From an optimization exercise on the open Yosys and OpenROAD flow, aimed at small area; shortcuts taken in it are not production practice. In this exercise RTL edits were held to simulation tests only and were not proved equivalent to the original.

==> inputs of build 58 <==
## cfar_detector
module cfar_detector #(
    parameter DATA_WIDTH = 16,
    parameter GUARD_CELLS = 4,
    parameter REFERENCE_CELLS = 16
)(
    input wire clk,
    input wire rst_n,
    input wire enable,
    input wire [DATA_WIDTH-1:0] data_in,
    input wire data_valid,
    input wire [15:0] threshold_scale,
    output reg [15:0] detected_range,
    output reg [15:0] detected_velocity,
    output reg target_detected
);
export LEC_CHECK = 0
export CAP_MARGIN = 20
export CORE_MARGIN = 2
export CORE_UTILIZATION = 60
export SLEW_MARGIN = 20
create_clock -name core_clock -period 10.0 [get_ports {clk}]
standard.sh (not shown) runs the stock make flow with config.mk's settings and CLKGATE_MAP_FILE= SYNTH_SCRIPT=/design/flow/synth_recipe.tcl, a recipe that flattens the netlist after the stock synthesis.
==> flow/flow/run.sh <==
#!/bin/bash
# Standard ORFS layout with these changes:
#  - after the standard synthesis, flow/fapol.py chooses the polarity of each full
#    adder (a full adder is self-dual) and of simple gates so that fewer inverters
#    are needed; registers and ports are left as the synthesis made them;
#  - input/output port buffers use the smallest buffer cell;
#  - one tie cell drives all constant-0 outputs;
#  - clock tree synthesis uses clkbuf_8 without dummy loads.
set -euo pipefail
export SKIP_REPAIR_TIE_FANOUT=1
export BUFFER_PORTS_ARGS="-buffer_cell sky130_fd_sc_hd__buf_1"
export CTS_ARGS="-sink_clustering_enable -repair_clock_nets -dont_use_dummy_load -buf_list sky130_fd_sc_hd__clkbuf_8 -sink_clustering_size 18 -sink_clustering_max_diameter 60"
R=orfs/results/${FLOW_PLATFORM}/cfar_detector/base
LIB=${FLOW_HOME}/platforms/${FLOW_PLATFORM}/lib/sky130_fd_sc_hd__tt_025C_1v80.lib
bash standard.sh synth > synth_make.log 2>&1
cp $R/1_2_yosys.v $R/1_2_yosys_standard.v
python3 flow/fapol.py $R/1_2_yosys_standard.v $R/1_2_yosys.v $LIB > fapol.log 2>&1
rm -f $R/1_synth.odb $R/1_synth.sdc
bash standard.sh finish > standard_make.log 2>&1
Other scripts of this flow, unchanged in this note and not shown: flow/flow/fapol.py
==> build 4: changes against build 58 <==
Settings changed: CORE_UTILIZATION 60 to 75.
==> notes.md <==
Total Routed Length - 46700 um
Nets@finish - 1762
First-pass GRT wire length - 71700 um
Initial Util - 76.0%
WL met1 - 19800 um
Outcome - complete, no violations
Total inserted antenna cells - 0
Slew headroom - 28.4%
Filler cells - 1737
Worst-Margin Slew - 1.07 ns
Clock buffer count - 47
Seq area share - 72.5%
Layout Skew - 0.0751 ns
FF-to-FF path depth - 23
Highest clock rate - 110 MHz
That was build 4.
==> notes.md <==
Seq area share - 71.9%
Highest clock rate - 110 MHz
Initial Util - 60.9%
First-pass GRT wire length - 69200 um
Slew headroom - 29.9%
Layout Skew - 0.0816 ns
Total inserted antenna cells - 2
Outcome - complete, no violations
Clock buffer count - 50
Filler cells - 3120
Nets@finish - 1770
That was build 58.

---

==> tundra <==
==> flow/design.v <==
module cfar_detector #(
    parameter DATA_WIDTH = 16,
    parameter GUARD_CELLS = 4,
    parameter REFERENCE_CELLS = 16
)(
    input wire clk,
    input wire rst_n,
    input wire enable,
    input wire [DATA_WIDTH-1:0] data_in,
    input wire data_valid,
    input wire [15:0] threshold_scale,
    output reg [15:0] detected_range,
    output reg [15:0] detected_velocity,
    output reg target_detected
);
localparam LAST_CELL = GUARD_CELLS*2+REFERENCE_CELLS*2;
localparam SUM_WIDTH = DATA_WIDTH + $clog2(REFERENCE_CELLS*2);
reg [DATA_WIDTH-1:0] cfar_window [0:LAST_CELL];
reg [SUM_WIDTH-1:0] reference_sum;
reg [SUM_WIDTH-1:0] reference_sum_next;
reg [DATA_WIDTH+15:0] threshold;
reg [DATA_WIDTH-1:0] cell_under_test;
reg [DATA_WIDTH-1:0] cell_under_test_d;
reg [15:0] range_counter;
reg [15:0] velocity_counter;
integer i;
always @(*) begin
    reference_sum_next = 0;
    for (i = 0; i < REFERENCE_CELLS; i = i + 1) begin
        reference_sum_next = reference_sum_next + cfar_window[i];
    end
    for (i = GUARD_CELLS*2+REFERENCE_CELLS+1; i <= LAST_CELL; i = i + 1) begin
        reference_sum_next = reference_sum_next + cfar_window[i];
    end
end
always @(posedge clk or negedge rst_n) begin
    if (!rst_n) begin
        for (i = 0; i <= LAST_CELL; i = i + 1) begin
            cfar_window[i] <= 0;
        end
        reference_sum <= 0;
        threshold <= 0;
        cell_under_test <= 0;
        cell_under_test_d <= 0;
        target_detected <= 0;
        detected_range <= 0;
        detected_velocity <= 0;
        range_counter <= 0;
        velocity_counter <= 0;
    end else if (enable && data_valid) begin
        for (i = LAST_CELL; i > 0; i = i - 1) begin
            cfar_window[i] <= cfar_window[i-1];
        end
        cfar_window[0] <= data_in;
        reference_sum <= reference_sum_next;
        threshold <= (reference_sum >> $clog2(REFERENCE_CELLS*2)) * threshold_scale;
        cell_under_test <= cfar_window[GUARD_CELLS+REFERENCE_CELLS];
        cell_under_test_d <= cell_under_test;
        if (cell_under_test_d > threshold) begin
            target_detected <= 1;
            detected_range <= range_counter;
            detected_velocity <= velocity_counter;
        end else begin
            target_detected <= 0;
        end
        range_counter <= range_counter + 1;
        if (range_counter == 1023) begin  
            range_counter <= 0;
            velocity_counter <= velocity_counter + 1;
            if (velocity_counter == 63) begin  
                velocity_counter <= 0;
            end
        end
    end
end
endmodule
==> flow/run.sh <==
#!/bin/bash
# synth_recipe.tcl (not shown) runs the flow's synth.tcl, then flattens the netlist and writes it again
# the make line also repeats each setting of config.mk as NAME=value (left out here)
make -C /OpenROAD-flow-scripts/flow DESIGN_CONFIG=/design/flow/config.mk WORK_HOME=/design/flow/orfs CLKGATE_MAP_FILE= SYNTH_SCRIPT=/design/flow/synth_recipe.tcl finish
==> flow/config.mk <==
export PLATFORM = sky130hd
export DESIGN_NAME = cfar_detector
export DESIGN_NICKNAME = cfar_detector
export VERILOG_FILES = /design/flow/design.v
export SDC_FILE = /design/flow/constraint.sdc
export NUM_CORES = 4
export LEC_CHECK = 0
export CAP_MARGIN = 20
export CORE_MARGIN = 2
export CORE_UTILIZATION = 40
export SLEW_MARGIN = 20
==> flow/constraint.sdc <==
create_clock -name core_clock -period 10.0 [get_ports {clk}]
set_input_delay 2.0000 -clock core_clock [delete_from_list [all_inputs] [get_ports {clk}]]
set_output_delay 2.0000 -clock core_clock [all_outputs]
set_load 0.01 [all_outputs]
==> inputs of garnet, as changes to tundra <==
==> flow/design.v, changed modules only <==
module cfar_detector #(
    parameter DATA_WIDTH = 16,
    parameter GUARD_CELLS = 4,
    parameter REFERENCE_CELLS = 16
)(
    input wire clk,
    input wire rst_n,
    input wire enable,
    input wire [DATA_WIDTH-1:0] data_in,
    input wire data_valid,
    input wire [15:0] threshold_scale,
    output reg [15:0] detected_range,
    output reg [15:0] detected_velocity,
    output reg target_detected
);
wire acc = enable & data_valid;
reg [15:0] dly [1:41];           
reg [20:0] rsum;                 
reg [15:0] cnt;                  
reg        warm;                 
reg        p1, p2;               
integer i;
always @(posedge clk) begin
    if (acc) begin
        dly[1] <= data_in;
        for (i = 2; i <= 41; i = i + 1)
            dly[i] <= dly[i-1];
    end
end
wire [5:0] c6 = cnt[5:0];
wire v16 = warm | (c6 >= 6'd16);
wire v21 = warm | (c6 >= 6'd21);
wire v25 = warm | (c6 >= 6'd25);
wire v41 = warm | (c6 >= 6'd41);
wire [15:0] t16 = dly[16] & {16{v16}};
wire [15:0] t25 = dly[25] & {16{v25}};
wire [15:0] t41 = dly[41] & {16{v41}};
wire [20:0] rsum_next = rsum + data_in - t16 + t25 - t41;
wire [15:0] mean = rsum[20:5];
wire [16:0] tlow = mean * threshold_scale;
reg hi;
always @(*) begin
    hi = 1'b0;
    for (i = 1; i < 16; i = i + 1)
        hi = hi | (threshold_scale[i] & (|(mean >> (16 - i))));
end
wire [15:0] cut = dly[21];
wire det_next = v21 & ~hi & ~tlow[16] & (cut > tlow[15:0]);
always @(posedge clk or negedge rst_n) begin
    if (!rst_n) begin
        rsum <= 0;
        cnt <= 0;
        warm <= 0;
        p1 <= 0;
        p2 <= 0;
        target_detected <= 0;
        detected_range <= 0;
        detected_velocity <= 0;
    end else if (acc) begin
        rsum <= rsum_next;
        cnt <= cnt + 1'b1;
        if (&c6)
            warm <= 1'b1;
        p1 <= det_next;
        p2 <= p1;
        target_detected <= p2;
        if (p2) begin
            detected_range <= {6'd0, cnt[9:0]};
            detected_velocity <= {10'd0, cnt[15:10]};
        end
    end
end
endmodule
==> results.json <==
{
  "status": "finished clean",
  "dp.cells": 2697,
  "grt_util_all_layers": 0.137,
  "ys_seq_area_frac": 0.720,
  "multi_input_gates": 802,
  "clock_cell_area_share": 0.0703,
  "io_buffers": 52,
  "worst_slew_pin_slew_ns": 0.977,
  "r2r-start": "rsum[10]",
  "rr_endpoint": "p1",
  "synth_compound_area_frac": 0.0278,
  "n_clock_buffer": 84,
  "fp.dieH_um": 275,
  "postSynthAreaPerCell_um2": 17.1,
  "final.setup.worst_slack_ns": 1.73,
  "netlist_top_cells_count": "edfxtp_1 (656), nand2_1 (172), inv_1 (161)"
}
[end of results for garnet]
==> results.json <==
{
  "status": "finished clean",
  "postSynthAreaPerCell_um2": 9.50,
  "ys_seq_area_frac": 0.380,
  "netlist_top_cells_count": "nand2_1 (1735), inv_1 (885), dfrtp_1 (769)",
  "dp.cells": 6840,
  "r2r-start": "cfar_window[30][2]",
  "clock_cell_area_share": 0.0523,
  "fp.dieH_um": 360,
  "grt_util_all_layers": 0.167,
  "multi_input_gates": 3441,
  "n_clock_buffer": 124
}
[end of results for tundra]

==> re-timing with driven ports <==
No port has a modelled driver above. Below, the same layouts with a new extraction and two added sets of constraints. Step 1: set_driving_cell puts a clkbuf_16 on clk and a buf_2 on each other input, an assumption about the parent block. Step 2 adds t to the input delays and takes it off the output delays; t is the mean of the earliest and latest rising clock arrival at the registers after step 1. Input paths then give back, and output paths get back, about the clock's delay inside the block. Slacks: no drivers / after step 1 / after step 2; pairs: no drivers / after step 1.
run | t (ns) | setup WS [ns] | cell pins on the clock port's net
build 58 | 0.658 | 0.946 / 0.972 / 0.314 | 1
build 4 | 0.680 | 0.925 / 0.956 / 0.276 | 1
tundra | 0.742 | 2.027 / 2.077 / 1.335 | 1
garnet | 0.663 | 1.731 / 1.756 / 1.093 | 1
After both steps setup and hold are still met in every run listed. The setup slack of tundra, which loses most, moves by +0.050 ns with the drivers and by -0.692 ns with both steps.
